Context: an optimization exercise on an open-source flow, tuned for small area. The choices shown serve that exercise and are no tape-out recipe. Function was checked by simulation only, so behaviour that the tests miss may differ from the original. No activity file was given, so power comes from the tool's default toggle rates.

Setup of build 42:
==> flow/design.v <==
module rpn_debounce #(parameter DELAY = 10) (
        input  logic clk, rst, PB,
        output logic pressed_pulse,
        output logic pressed_status
    );
    localparam W = $clog2(DELAY + 4);
    localparam logic [W-1:0] S_PRESSED  = W'(DELAY + 1);
    localparam logic [W-1:0] S_STABLE   = W'(DELAY + 2);
    localparam logic [W-1:0] S_RELEASED = W'(DELAY + 3);
    logic sync_aux, sync;
    logic [W-1:0] s;
    logic is_pressed, is_stable, is_released, clr, hold;
    generate
        if (DELAY == 10) begin : g_d10
            assign is_pressed  = s[3] & s[1] & s[0];
            assign is_stable   = s[3] & s[2] & ~s[0];
            assign is_released = s[3] & s[2] & s[0];
        end else begin : g_any
            assign is_pressed  = (s == S_PRESSED);
            assign is_stable   = (s == S_STABLE);
            assign is_released = (s == S_RELEASED);
        end
    endgenerate
    assign clr  = (~sync & ~is_stable) | is_released;
    assign hold = sync & is_stable;
    always_ff @(posedge clk) begin
        if (rst) begin
            sync_aux <= 1'b0;
            sync     <= 1'b0;
            s        <= '0;
        end else begin
            sync_aux <= PB;
            sync     <= sync_aux;
            if (clr)        s <= '0;
            else if (!hold) s <= s + 1'b1;
        end
    end
    assign pressed_pulse  = is_pressed;
    assign pressed_status = is_stable;
endmodule
module rpn_fsm (
        input  logic clk, reset, enter_p, undo_p,
        output logic [7:0] st
    );
    localparam logic [2:0] WA = 3'd0, LA = 3'd4, WB = 3'd1, LB = 3'd5,
                           WO = 3'd2, LO = 3'd6, LR = 3'd7, SR = 3'd3;
    logic [2:0] s, n;
    always_comb begin
        n = s;
        case (s)
            WA: if (enter_p) n = LA;
            LA: n = WB;
            WB: if (enter_p) n = LB; else if (undo_p) n = WA;
            LB: n = WO;
            WO: if (enter_p) n = LO; else if (undo_p) n = WB;
            LO: n = LR;
            LR: n = SR;
            default: if (enter_p) n = WA; else if (undo_p) n = WO;
        endcase
    end
    always_ff @(posedge clk) begin
        if (reset) s <= WA;
        else       s <= n;
    end
    assign st = {s == SR, s == LR, s == LO, s == WO, s == LB, s == WB, s == LA, s == WA};
endmodule
module rpn_alu (
        input  logic clk, reset, ld_a, ld_b, ld_op, ld_res, show,
        input  logic [15:0] DataIn,
        output logic [3:0] Flags,
        output logic [15:0] R,
        output logic        r_ne_in
    );
    logic [15:0] A, B;
    logic [1:0]  Op;
    always_ff @(posedge clk) begin
        if (ld_a) A  <= DataIn;
        if (ld_b) B  <= DataIn;
        if (ld_op) Op <= DataIn[1:0];
    end
    logic [15:0] bx, g, p;
    logic [16:0] c;
    logic        sub;
    assign sub  = ~Op[1] & Op[0];
    assign bx   = B ^ {16{sub}};
    assign g    = A & bx;
    assign p    = A ^ bx;
    assign c[0] = sub;
    for (genvar i = 0; i < 16; i++) begin : g_add
        assign c[i+1] = g[i] | (p[i] & c[i]);
        assign R[i]   = Op[1] ? (Op[0] ? g[i] : (p[i] | g[i])) : (p[i] ^ c[i]);
    end
    logic cN, cZ, cC, cV;
    assign cN = R[15];
    assign cZ = (R == 16'd0);
    assign cC = ~Op[1] & c[16] & (~Op[0] | (B != 16'd0));
    assign cV = ~Op[1] & (c[16] ^ c[15]);
    always_ff @(posedge clk) begin
        if (reset)       Flags <= 4'd0;
        else if (ld_res) Flags <= {cN, cZ, cC, cV};
    end
    assign r_ne_in = (R != DataIn);
endmodule
module rpn_conv (
        input  logic clk, reset, ld_res, show, r_ne_in,
        input  logic [15:0] DataIn, R,
        output logic [15:0] disp,
        output logic [18:0] bcd,
        output logic        bcd_valid
    );
    logic [15:0] prev;
    assign disp = show ? prev : DataIn;
    always_ff @(posedge clk) begin
        if (reset)                prev <= 16'd0;
        else if (ld_res | show)   prev <= R;
        else                      prev <= DataIn;
    end
    logic u1;
    always_ff @(posedge clk) u1 <= ld_res & r_ne_in;
    logic update;
    assign update = show ? u1 : (prev != DataIn);
    logic [5:0] cnt;
    logic       t_wait, t_load;
    logic       cidle;
    assign cidle = (cnt == 6'd0);
    always_ff @(posedge clk) begin
        if (reset) begin
            t_wait <= 1'b0;
            t_load <= 1'b0;
            cnt    <= 6'd0;
        end else begin
            t_wait <= (~t_wait & update) | (t_wait & ~cidle);
            t_load <= t_wait & cidle;
            cnt    <= cnt + {5'd0, (~cidle | t_load)};
        end
    end
    logic [17:0] sh;
    logic        bit_in;
    logic [17:0] sh_a3;
    assign bit_in = cnt[5] & disp[~cnt[4:1]];
    function automatic logic [3:0] add3(input logic [3:0] d);
        add3[3] = d[3] | (d[2] & (d[1] | d[0]));
        add3[2] = (d[2] & ~d[1] & ~d[0]) | (d[3] & d[0]);
        add3[1] = (d[1] & ~d[2]) | (d[1] & d[0]) | (d[3] & ~d[0]);
        add3[0] = (~d[3] & ~d[2] & d[0]) | (d[2] & d[1] & ~d[0]) | (d[3] & ~d[0]);
    endfunction
    assign sh_a3 = {sh[17:16], add3(sh[15:12]), add3(sh[11:8]), add3(sh[7:4]), add3(sh[3:0])};
    always_ff @(posedge clk) begin
        if (cnt[5] & ~cnt[0]) sh <= sh_a3;
        else                  sh <= {sh[16:0], bit_in};
    end
    always_ff @(posedge clk) begin
        if (cnt == 6'd63) bcd <= {sh, disp[0]};
        if (reset)             bcd_valid <= 1'b0;
        else if (cnt == 6'd63) bcd_valid <= 1'b1;
    end
endmodule
module rpn_disp (
        input  logic clk, reset, fmt,
        input  logic [15:0] disp,
        input  logic [18:0] bcd,
        input  logic        bcd_valid,
        output logic [6:0] Segments,
        output logic [4:0] Anodes
    );
    logic [2:0] sel;
    always_ff @(posedge clk) begin
        if (reset) sel <= 3'd0;
        else       sel <= sel + 3'd1;
    end
    logic [3:0] hex_nib, bcd_nib, dig;
    always_comb begin
        case (sel[1:0])
            2'd0: hex_nib = disp[3:0];
            2'd1: hex_nib = disp[7:4];
            2'd2: hex_nib = disp[11:8];
            default: hex_nib = disp[15:12];
        endcase
        case (sel[1:0])
            2'd0: bcd_nib = bcd[3:0];
            2'd1: bcd_nib = bcd[7:4];
            2'd2: bcd_nib = bcd[11:8];
            default: bcd_nib = bcd[15:12];
        endcase
        if (sel[2]) bcd_nib = (sel[1:0] == 2'd0) ? {1'b0, bcd[18:16]} : 4'd0;
        if (fmt) dig = bcd_valid ? bcd_nib : 4'd0;
        else     dig = sel[2] ? 4'd0 : hex_nib;
    end
    always_comb begin
        case (dig)
            4'h0: Segments = 7'b100_0000;
            4'h1: Segments = 7'b111_1001;
            4'h2: Segments = 7'b010_0100;
            4'h3: Segments = 7'b011_0000;
            4'h4: Segments = 7'b001_1001;
            4'h5: Segments = 7'b001_0010;
            4'h6: Segments = 7'b000_0010;
            4'h7: Segments = 7'b111_1000;
            4'h8: Segments = 7'b000_0000;
            4'h9: Segments = 7'b001_1000;
            4'ha: Segments = 7'b000_1000;
            4'hb: Segments = 7'b000_0011;
            4'hc: Segments = 7'b100_0110;
            4'hd: Segments = 7'b010_0001;
            4'he: Segments = 7'b000_0110;
            default: Segments = 7'b000_1110;
        endcase
    end
    always_comb begin
        case (sel)
            3'd0: Anodes = 5'b11110;
            3'd1: Anodes = 5'b11101;
            3'd2: Anodes = 5'b11011;
            3'd3: Anodes = 5'b10111;
            3'd4: Anodes = 5'b01111;
            default: Anodes = 5'b11111;
        endcase
    end
endmodule
module Act3_RPCalculator #(parameter N_debouncer = 10) (
        input  logic        clk, resetN,
        input  logic        Enter, Undo, DisplayFormat,
        input  logic [15:0] DataIn,
        output logic [3:0]  Flags,
        output logic [7:0]  CurrentState,
        output logic [6:0]  Segments,
        output logic [4:0]  Anodes
    );
    logic reset_aux, reset;
    always_ff @(posedge clk) begin
        reset_aux <= ~resetN;
        reset     <= reset_aux;
    end
    logic enter_p, undo_p, fmt;
    rpn_debounce #(N_debouncer) db_enter (.clk(clk), .rst(reset), .PB(Enter),
        .pressed_pulse(enter_p), .pressed_status());
    rpn_debounce #(N_debouncer) db_undo  (.clk(clk), .rst(reset), .PB(Undo),
        .pressed_pulse(undo_p), .pressed_status());
    rpn_debounce #(N_debouncer) db_fmt   (.clk(clk), .rst(reset), .PB(DisplayFormat),
        .pressed_pulse(), .pressed_status(fmt));
    logic [7:0] st;
    rpn_fsm fsm (.clk(clk), .reset(reset), .enter_p(enter_p), .undo_p(undo_p), .st(st));
    assign CurrentState = st;
    logic [15:0] disp, R;
    logic        r_ne_in;
    rpn_alu alu (.clk(clk), .reset(reset), .ld_a(st[1]), .ld_b(st[3]), .ld_op(st[5]),
        .ld_res(st[6]), .show(st[7]), .DataIn(DataIn), .Flags(Flags), .R(R), .r_ne_in(r_ne_in));
    logic [18:0] bcd;
    logic        bcd_valid;
    rpn_conv conv (.clk(clk), .reset(reset), .ld_res(st[6]), .show(st[7]), .r_ne_in(r_ne_in),
        .DataIn(DataIn), .R(R), .disp(disp), .bcd(bcd), .bcd_valid(bcd_valid));
    rpn_disp dsp (.clk(clk), .reset(reset), .fmt(fmt), .disp(disp), .bcd(bcd), .bcd_valid(bcd_valid),
        .Segments(Segments), .Anodes(Anodes));
endmodule
export LEC_CHECK = 0
export ABC_AREA = 1
export CAP_MARGIN = 20
export CORE_MARGIN = 2
export CORE_UTILIZATION = 60
export GPL_TIMING_DRIVEN = 0
export SLEW_MARGIN = 20
create_clock -name core_clock -period 7.0 [get_ports {clk}]
standard.sh (not shown) runs the stock make flow with config.mk's settings and CLKGATE_MAP_FILE= SYNTH_SCRIPT=/design/flow/synth_recipe.tcl, a recipe that flattens the netlist after the stock synthesis.
==> flow/flow/run.sh <==
#!/bin/bash
# Own layout flow: the standard flow, with the combinational logic of the
# standard synthesis re-mapped by an area-oriented ABC script (no adder cells),
# and the smallest buffer on the ports. Registers (names, count, cell types)
# are those of the standard synthesis; the flow checks this before using the
# re-mapped netlist and falls back to the standard netlist otherwise.
set -euo pipefail
W=$(pwd)
R=$W/orfs/results/$FLOW_PLATFORM/Act3_RPCalculator/base

# 1. the standard synthesis (the reference for register names)
bash standard.sh synth > $W/std_synth.log 2>&1
cp $R/1_2_yosys.v $W/std_1_2_yosys.v

# 2. the same synthesis script with another ABC script and no adder mapping
rm -rf $W/own_scripts $W/own
cp -r $FLOW_HOME/scripts $W/own_scripts
cp $W/flow/abc_area.script $W/own_scripts/abc_area.script
make -C $FLOW_HOME DESIGN_CONFIG=$W/config.mk WORK_HOME=$W/own CLKGATE_MAP_FILE= \
    SYNTH_SCRIPT=$W/synth_recipe.tcl SCRIPTS_DIR=$W/own_scripts ABC_AREA=1 ADDER_MAP_FILE= \
    synth > $W/own_synth.log 2>&1 || true
OWN=$W/own/results/$FLOW_PLATFORM/Act3_RPCalculator/base/1_2_yosys.v

# 3. use it only if it has exactly the standard synthesis's registers
if [[ -f $OWN ]] && python3 $W/flow/check_regs.py $W/std_1_2_yosys.v $OWN > $W/check_regs.log 2>&1; then
    cp $OWN $R/1_2_yosys.v
    echo "using the re-mapped netlist" >> $W/check_regs.log
else
    echo "using the standard netlist" >> $W/check_regs.log
fi
rm -f $R/1_synth.odb $R/1_synth.sdc

# 4. the rest of the standard flow
# clock tree and port buffer settings
source $W/flow/knobs.sh
bash standard.sh "BUFFER_PORTS_ARGS=-buffer_cell $PORT_BUF" "CTS_ARGS=$CTS" $EXTRA finish > $W/std_layout.log 2>&1
==> flow/flow/knobs.sh <==
# settings for run.sh
PORT_BUF=sky130_fd_sc_hd__buf_1
# clock tree: small buffers and no dummy loads
CTS="-sink_clustering_enable -repair_clock_nets -dont_use_dummy_load"
CTS="$CTS -buf_list {sky130_fd_sc_hd__clkbuf_4} -root_buf sky130_fd_sc_hd__clkbuf_8"
CTS="$CTS -sink_clustering_size 16 -sink_clustering_max_diameter 60"
EXTRA=""
Other scripts of this flow, unchanged in this note and not shown: flow/flow/abc_area.script, flow/flow/check_regs.py
> inputs changed (build 42 -> build 58)
diff --git a/flow/flow/run.sh b/flow/flow/run.sh
--- a/flow/flow/run.sh
+++ b/flow/flow/run.sh
@@ -3,3 +3,3 @@
-# standard synthesis re-mapped by an area-oriented ABC script (no adder cells),
-# and the smallest buffer on the ports. Registers (names, count, cell types)
-# are those of the standard synthesis; the flow checks this before using the
+# standard synthesis re-mapped by an area-oriented ABC script, and the
+# smallest buffer on the ports. Registers (names, count, cell types) are
+# those of the standard synthesis; the flow checks this before using the
@@ -9,0 +10 @@
+source $W/flow/knobs.sh
@@ -15 +16,2 @@
-# 2. the same synthesis script with another ABC script and no adder mapping
+# 2. the same synthesis script with another ABC script (and the adder cells
+#    that knobs.sh allows)
@@ -19,2 +21,3 @@
-make -C $FLOW_HOME DESIGN_CONFIG=$W/config.mk WORK_HOME=$W/own CLKGATE_MAP_FILE= \
-    SYNTH_SCRIPT=$W/synth_recipe.tcl SCRIPTS_DIR=$W/own_scripts ABC_AREA=1 ADDER_MAP_FILE= \
+{ echo "include $W/config.mk"; echo "$OWN_CONFIG"; } > $W/own_config.mk
+make -C $FLOW_HOME DESIGN_CONFIG=$W/own_config.mk WORK_HOME=$W/own CLKGATE_MAP_FILE= \
+    SYNTH_SCRIPT=$W/synth_recipe.tcl SCRIPTS_DIR=$W/own_scripts ABC_AREA=1 "${OWN_ARGS[@]}" \
@@ -33,4 +36,3 @@
-# 4. the rest of the standard flow
-# clock tree and port buffer settings
-source $W/flow/knobs.sh
-bash standard.sh "BUFFER_PORTS_ARGS=-buffer_cell $PORT_BUF" "CTS_ARGS=$CTS" $EXTRA finish > $W/std_layout.log 2>&1
+# 4. the rest of the standard flow, with the port buffer and clock tree
+#    settings of knobs.sh
+bash standard.sh "BUFFER_PORTS_ARGS=-buffer_cell $PORT_BUF" "CTS_ARGS=$CTS" "${EXTRA[@]}" finish > $W/std_layout.log 2>&1
diff --git a/flow/flow/knobs.sh b/flow/flow/knobs.sh
--- a/flow/flow/knobs.sh
+++ b/flow/flow/knobs.sh
@@ -1,0 +2,4 @@
+# own synthesis: full adder cells allowed (half adders are not)
+OWN_ARGS=()
+OWN_CONFIG="export DONT_USE_CELLS += sky130_fd_sc_hd__ha_1 sky130_fd_sc_hd__ha_2 sky130_fd_sc_hd__ha_4"
+# port buffers
@@ -7 +11 @@
-EXTRA=""
+EXTRA=()
diff --git a/flow/config.mk b/flow/config.mk
--- a/flow/config.mk
+++ b/flow/config.mk
@@ -12 +11,0 @@
-export GPL_TIMING_DRIVEN = 0
Findings:
The layout from build 58, despite a flow that completed every stage, fails the layout checks, with the failing checks listed as negative setup slack.
Build 42 finished every step from synthesis to the final layout, and the layout passed the timing, design-rule and antenna checks.
Of build 58 and build 42, it is build 58 that has the higher post-layout utilization of the core.
In the metrics for build 42 and build 58, the one carrying the higher synthesized area is build 42.
Looking at synthesized instance count across build 42 and build 58, the one that comes out lower is build 58.
Floorplan die area ends up higher on build 42.
What build 69 does differently from build 58 at the input level:
diff --git a/flow/flow/run.sh b/flow/flow/run.sh
--- a/flow/flow/run.sh
+++ b/flow/flow/run.sh
@@ -3,3 +3,3 @@
-# standard synthesis re-mapped by an area-oriented ABC script, and the
-# smallest buffer on the ports. Registers (names, count, cell types) are
-# those of the standard synthesis; the flow checks this before using the
+# standard synthesis re-mapped by an area-oriented ABC script (no adder cells),
+# and the smallest buffer on the ports. Registers (names, count, cell types)
+# are those of the standard synthesis; the flow checks this before using the
@@ -10 +9,0 @@
-source $W/flow/knobs.sh
@@ -16,2 +15 @@
-# 2. the same synthesis script with another ABC script (and the adder cells
-#    that knobs.sh allows)
+# 2. the same synthesis script with another ABC script and no adder mapping
@@ -21,3 +19,2 @@
-{ echo "include $W/config.mk"; echo "$OWN_CONFIG"; } > $W/own_config.mk
-make -C $FLOW_HOME DESIGN_CONFIG=$W/own_config.mk WORK_HOME=$W/own CLKGATE_MAP_FILE= \
-    SYNTH_SCRIPT=$W/synth_recipe.tcl SCRIPTS_DIR=$W/own_scripts ABC_AREA=1 "${OWN_ARGS[@]}" \
+make -C $FLOW_HOME DESIGN_CONFIG=$W/config.mk WORK_HOME=$W/own CLKGATE_MAP_FILE= \
+    SYNTH_SCRIPT=$W/synth_recipe.tcl SCRIPTS_DIR=$W/own_scripts ABC_AREA=1 ADDER_MAP_FILE= \
@@ -36,3 +33,4 @@
-# 4. the rest of the standard flow, with the port buffer and clock tree
-#    settings of knobs.sh
-bash standard.sh "BUFFER_PORTS_ARGS=-buffer_cell $PORT_BUF" "CTS_ARGS=$CTS" "${EXTRA[@]}" finish > $W/std_layout.log 2>&1
+# 4. the rest of the standard flow
+# clock tree and port buffer settings
+source $W/flow/knobs.sh
+bash standard.sh "BUFFER_PORTS_ARGS=-buffer_cell $PORT_BUF" "CTS_ARGS=$CTS" $EXTRA finish > $W/std_layout.log 2>&1
diff --git a/flow/flow/knobs.sh b/flow/flow/knobs.sh
--- a/flow/flow/knobs.sh
+++ b/flow/flow/knobs.sh
@@ -2,4 +1,0 @@
-# own synthesis: full adder cells allowed (half adders are not)
-OWN_ARGS=()
-OWN_CONFIG="export DONT_USE_CELLS += sky130_fd_sc_hd__ha_1 sky130_fd_sc_hd__ha_2 sky130_fd_sc_hd__ha_4"
-# port buffers
@@ -11 +7 @@
-EXTRA=()
+EXTRA=""
diff --git a/flow/config.mk b/flow/config.mk
--- a/flow/config.mk
+++ b/flow/config.mk
@@ -11 +11 @@
-export CORE_UTILIZATION = 60
+export CORE_UTILIZATION = 66
Notes after the runs:
Build 69 ran to completion and came out clean on the timing, design-rule and antenna checks.
Diff build 58..build 69 | clock network fraction of design power | negligible
On build 69: count of placed standard cells including taps is about 3% higher than what build 58 gave.
The worst-path cell with the longest stage delay comes out sky130_fd_sc_hd__o21ai_0 in one run and sky130_fd_sc_hd__fa_1 in the other, namely in build 69 and build 58 respectively.
Delta (build 69 minus build 58): post-synthesis average cell area now sits lower, total design power now sits lower, worst setup slack after layout now sits higher.
Build 58 ended up with conv.u1 as its last element of the critical path; build 69 ended up with Segments[3].
Input-level comparison between build 3 and build 69:
==> flow/flow/knobs.sh <==
PORT_BUF=sky130_fd_sc_hd__buf_1
CTS="-sink_clustering_enable -repair_clock_nets -dont_use_dummy_load"
CTS="$CTS -buf_list {sky130_fd_sc_hd__clkbuf_8}"
CTS="$CTS -sink_clustering_size 32 -sink_clustering_max_diameter 200"
EXTRA=""
diff --git a/flow/config.mk b/flow/config.mk
--- a/flow/config.mk
+++ b/flow/config.mk
@@ -11 +11 @@
-export CORE_UTILIZATION = 66
+export CORE_UTILIZATION = 60
==> summary.txt <==
Build 69 → build 3: endpoint arrival time on the critical path +1.64 ns, fraction of standard cell area that is sequential shrank by 0.93 points, clock group share of total power went up.
Capturing instance or port of the critical path = Segments[3]: build 69; capturing instance or port of the critical path = conv.u1: build 3
Build 3 finished every stage and its layout cleared the timing, design-rule and antenna checks.

[what the ideal ports hide]
Ports are ideal in the flow. The routed layouts listed here were re-timed in OpenROAD.
Step 1 assumes that a clkbuf_16 drives the clock port and a buf_2 every other input.
Step 2, shift: input delay + t, output delay - t, t = (earliest + latest rising clock arrival at the registers) / 2. This alone moves slack from input paths to output paths.
a / b / c = no drivers / after step 1 / after step 2; a / b = the first two.
run | t, ns | setup WS [ns] | worst setup path after step 2
build 42 | 0.420 | 0.650 / 0.625 / 0.650 | register to register
build 58 | 0.451 | -0.056 / -0.056 / -0.056 | register to register
build 69 | 0.434 | 0.897 / 0.863 / 1.003 | register to register
build 3 | 0.447 | 0.977 / 0.976 / 0.977 | register to register
